Background: an optimization exercise with open tools, aiming at small area, a short achievable clock period and few clock cycles. Do not read the settings as production practice. Function was checked by simulation only, so behaviour that the tests miss may differ from the original. Power figures rest on the tool's default switching activity, not on a simulated workload.

Design Data_selector, start of the top module:
module Data_selector(
	input clk,
	input rst,
	input data_collect_finish,
	input [7:0] data_in,
	output reg [7:0] data_out,
	output reg [13:0] read_select,
	output reg [13:0] write_out_se,
	output reg data_process_finish,
	output reg wr_enable
    );
Size in the first run: roughly 830 cells after synthesis, ~250 flip-flops, about 0.0087 mm^2 of cells after synthesis.
==> module Data_selector, before the edit <==
module Data_selector(
	input clk,
	input rst,
	input data_collect_finish,
	input [7:0] data_in,
	output reg [7:0] data_out,
	output reg [13:0] read_select,
	output reg [13:0] write_out_se,
	output reg data_process_finish,
	output reg wr_enable
    );
	localparam integer H   = 9;                     
	localparam integer K   = H - 2;                 
	localparam integer R0L = 100 - H;               
	localparam [13:0] DN  = 100;                    
	localparam [13:0] DC  = 1 - 100 * (H - 1);      
	localparam [13:0] DB  = -199;                   
	localparam [13:0] DF  = -100 * (H - 1);         
	localparam [13:0] ALAST = (R0L - K + H - 1) * 100 + 99;
	localparam [13:0] A1  = -201;                   
	localparam [13:0] A2  = 100 * (H - 1) - 102;    
	localparam [13:0] A3  = 98;                     
	localparam [13:0] A5  = 100 * (H - 1) - 101;    
	localparam [13:0] A6  = -100 * K - 101;         
	localparam [13:0] A9  = -200;                   
	localparam [13:0] A10 = 9899;                   
	localparam [13:0] A11 = 100 * (H - 2) - 1;      
	localparam [13:0] A12 = 100 * (H - 2);          
	localparam [6:0] C98 = 7'd46;                   
	localparam [3:0] J7  = 4'd10;                   
	localparam [1:0] S_NONE = 2'd0, S_BLUR = 2'd1, S_COLC = 2'd2, S_ROWC = 2'd3;
	reg running;
	reg [3:0] j;                 
	reg [6:0] c;                 
	reg jl, j2, j1;              
	reg c0, c1, c99, cf;         
	reg bf, bl;                  
	reg [7:0] D [1:2*H-1];       
	reg [9:0] hp;                
	reg [9:0] h1, h2, h3;        
	reg [1:0] src, src1;         
	reg [13:0] aoff, aoff1;      
	wire go = running | (data_collect_finish & ~data_process_finish & ~wr_enable & (src1 == S_NONE));
	wire [9:0] h0 = hp + {2'b0, data_in};
	wire [11:0] sum = {2'b0, h3} + {1'b0, h2, 1'b0} + {2'b0, h1};
	always @(*) begin
		src = S_NONE;
		aoff = A1;
		if (j2) begin
			if (c0) begin
				if (!bf) begin
					src = S_COLC;
					aoff = jl ? A3 : A6;
				end
			end
			else if (cf) begin
				src = S_COLC;
				aoff = jl ? A10 : A9;
			end
			else begin
				src = c1 ? S_COLC : S_BLUR;
				if (!jl) aoff = A1;
				else if (!c99) aoff = A2;
				else if (bl) aoff = A5;
				else aoff = A3;
			end
		end
		else if (j1) begin
			if (bf && !cf) begin src = S_ROWC; aoff = A9; end
		end
		else begin
			if (cf) begin src = S_ROWC; aoff = A12; end
			else if (bl && !c0) begin src = S_ROWC; aoff = A11; end
		end
	end
	wire [13:0] dsw = !c99 ? DC : bl ? DF : DB;
	wire [13:0] a_next = read_select + (jl ? dsw : DN);
	always @(posedge clk or posedge rst) begin
		if (rst) begin
			running <= 1'b0;
			j <= 4'd1;
			c <= 7'd1;
			jl <= 1'b0;
			j2 <= 1'b0;
			j1 <= 1'b0;
			c0 <= 1'b1;
			c1 <= 1'b0;
			c99 <= 1'b0;
			cf <= 1'b0;
			bf <= 1'b1;
			bl <= 1'b0;
			read_select <= 0;
			src1 <= S_NONE;
			wr_enable <= 1'b0;
			data_process_finish <= 1'b0;
		end
		else begin
			src1 <= S_NONE;
			if (go) begin
				src1 <= src;
				running <= 1'b1;
				read_select <= (jl && cf) ? 14'd0 : a_next;
				if (!jl) begin
					j <= {j[2:0], j[3] ^ j[2]};
					jl <= (j == J7);
					j2 <= (j != 4'd1);
					j1 <= (j == 4'd1);
				end
				else begin
					j <= 4'd1;
					jl <= 1'b0;
					j2 <= 1'b0;
					j1 <= 1'b0;
					if (cf) begin
						c <= 7'd1;
						c0 <= 1'b1;
						cf <= 1'b0;
						bf <= 1'b1;
						bl <= 1'b0;
						running <= 1'b0;
					end
					else if (c99) begin
						c99 <= 1'b0;
						if (bl) cf <= 1'b1;
						else begin
							c <= 7'd1;
							c0 <= 1'b1;
							bf <= 1'b0;
							bl <= (read_select == ALAST);
						end
					end
					else begin
						c <= {c[5:0], c[6] ^ c[5]};
						c0 <= 1'b0;
						c1 <= c0;
						c99 <= (c == C98);
					end
				end
			end
			else begin
				read_select <= 0;
				j <= 4'd1;
				c <= 7'd1;
				jl <= 1'b0;
				j2 <= 1'b0;
				j1 <= 1'b0;
				c0 <= 1'b1;
				c1 <= 1'b0;
				c99 <= 1'b0;
				cf <= 1'b0;
				bf <= 1'b1;
				bl <= 1'b0;
			end
			wr_enable <= (src1 != S_NONE);
			if (!running && wr_enable && src1 == S_NONE) data_process_finish <= 1'b1;
			else if (!data_collect_finish) data_process_finish <= 1'b0;
		end
	end
	integer k;
	always @(posedge clk) begin
		aoff1 <= aoff;
		D[1] <= data_in;
		for (k = 2; k <= 2 * H - 1; k = k + 1) D[k] <= D[k-1];
		hp <= {2'b0, D[2*H-1]} + {1'b0, D[H-1], 1'b0};
		h1 <= h0;
		h2 <= h1;
		h3 <= h2;
		write_out_se <= read_select + aoff1;
		case (src1)
			S_BLUR: data_out <= sum[11:4];
			S_COLC: data_out <= D[H+2];
			default: data_out <= D[2];
		endcase
	end
endmodule
Settings: LEC_CHECK=0, ABC_AREA=1, CAP_MARGIN=20, CORE_MARGIN=2, CORE_UTILIZATION=55, SETUP_SLACK_MARGIN=3.3, SLEW_MARGIN=20; clock period 5.5 ns.
standard.sh (not shown) runs the stock make flow with config.mk's settings and CLKGATE_MAP_FILE= SYNTH_SCRIPT=/design/flow/synth_recipe.tcl, a recipe that flattens the netlist after the stock synthesis.
==> flow/flow/run.sh <==
#!/bin/bash
# Standard ORFS layout (the standard.sh), with two changes:
#  - port buffers are the smallest buffer (buf_1) instead of clkdlybuf4s50_1;
#  - clock tree built from clkbuf_8 in clusters of up to 16 sinks, without dummy loads.
set -euo pipefail
bash standard.sh \
  "BUFFER_PORTS_ARGS=-buffer_cell sky130_fd_sc_hd__buf_1" \
  "CTS_ARGS=-sink_clustering_enable -repair_clock_nets -dont_use_dummy_load -buf_list sky130_fd_sc_hd__clkbuf_8 -sink_clustering_size 16 -sink_clustering_max_diameter 50" \
  finish > standard_flow.log 2>&1
The baseline passed the timing, DRC and antenna checks.
Testbench counts at the start, summed over its fixed seeds: cycles 302,736.
Change:
--- a/flow/design.v
+++ b/flow/design.v
@@ -32,4 +32,5 @@
 	localparam [1:0] S_NONE = 2'd0, S_BLUR = 2'd1, S_COLC = 2'd2, S_ROWC = 2'd3;
 	reg running;
+	reg p1, p2;                  
 	reg [3:0] j;                 
 	reg [6:0] c;                 
@@ -39,10 +40,11 @@
 	reg [7:0] D [1:2*H-1];       
 	reg [9:0] hp;                
-	reg [9:0] h1, h2, h3;        
+	reg [9:0] h1, h2;            
+	reg [11:0] q;                
 	reg [1:0] src, src1;         
 	reg [13:0] aoff, aoff1;      
-	wire go = running | (data_collect_finish & ~data_process_finish & ~wr_enable & (src1 == S_NONE));
+	wire go = running | (data_collect_finish & ~data_process_finish & ~p1 & ~p2);
 	wire [9:0] h0 = hp + {2'b0, data_in};
-	wire [11:0] sum = {2'b0, h3} + {1'b0, h2, 1'b0} + {2'b0, h1};
+	wire [11:0] sum = q + {2'b0, h1};
 	always @(*) begin
 		src = S_NONE;
@@ -80,4 +82,6 @@
 		if (rst) begin
 			running <= 1'b0;
+			p1 <= 1'b0;
+			p2 <= 1'b0;
 			j <= 4'd1;
 			c <= 7'd1;
@@ -97,4 +101,6 @@
 		end
 		else begin
+			p2 <= p1;
+			p1 <= 1'b0;
 			src1 <= S_NONE;
 			if (go) begin
@@ -120,4 +126,5 @@
 						bl <= 1'b0;
 						running <= 1'b0;
+						p1 <= 1'b1;
 					end
 					else if (c99) begin
@@ -154,5 +161,5 @@
 			end
 			wr_enable <= (src1 != S_NONE);
-			if (!running && wr_enable && src1 == S_NONE) data_process_finish <= 1'b1;
+			if (p2) data_process_finish <= 1'b1;
 			else if (!data_collect_finish) data_process_finish <= 1'b0;
 		end
@@ -166,5 +173,5 @@
 		h1 <= h0;
 		h2 <= h1;
-		h3 <= h2;
+		q <= {2'b0, h2} + {1'b0, h1, 1'b0};
 		write_out_se <= read_select + aoff1;
 		case (src1)
Clock-buffer cell count climbs by 1.
Design area goes up by about 2%.
Clock skew falls by 12 ps.
Utilization falls by 1.6 points.
Die area climbs by 3.9%.
Total power is lower by about 4%.
Wire length is higher by about 9%.
Testbench counts after the change, summed over its fixed seeds: cycles 302,736.

[static timing again, ports no longer ideal]
The results above use ideal ports. As a check the final layouts listed here were re-extracted and re-timed, cells and wires unchanged.
Step 1, drivers: a clkbuf_16 drives clk and a buf_2 each remaining input, both assumed.
Step 2 also shifts input and output timing later by t, the mid clock arrival at the registers, as if the neighbouring blocks saw the same clock.
Three values: no drivers, after step 1, after step 2; two values: the first two.
| run | shift t [ns] | setup WS [ns] | worst register clock-pin slew, ns |
|---|---|---|---|
| the first run | 0.544 | 3.347 / 3.310 / 2.954 | 0.09 / 0.09 |
| the second run | 0.549 | 3.341 / 3.305 / 2.944 | 0.09 / 0.09 |
After both steps every run listed still meets setup and hold. For the second run, which loses most, drivers alone change the setup slack by -0.036 ns; drivers and shift together by -0.397 ns.
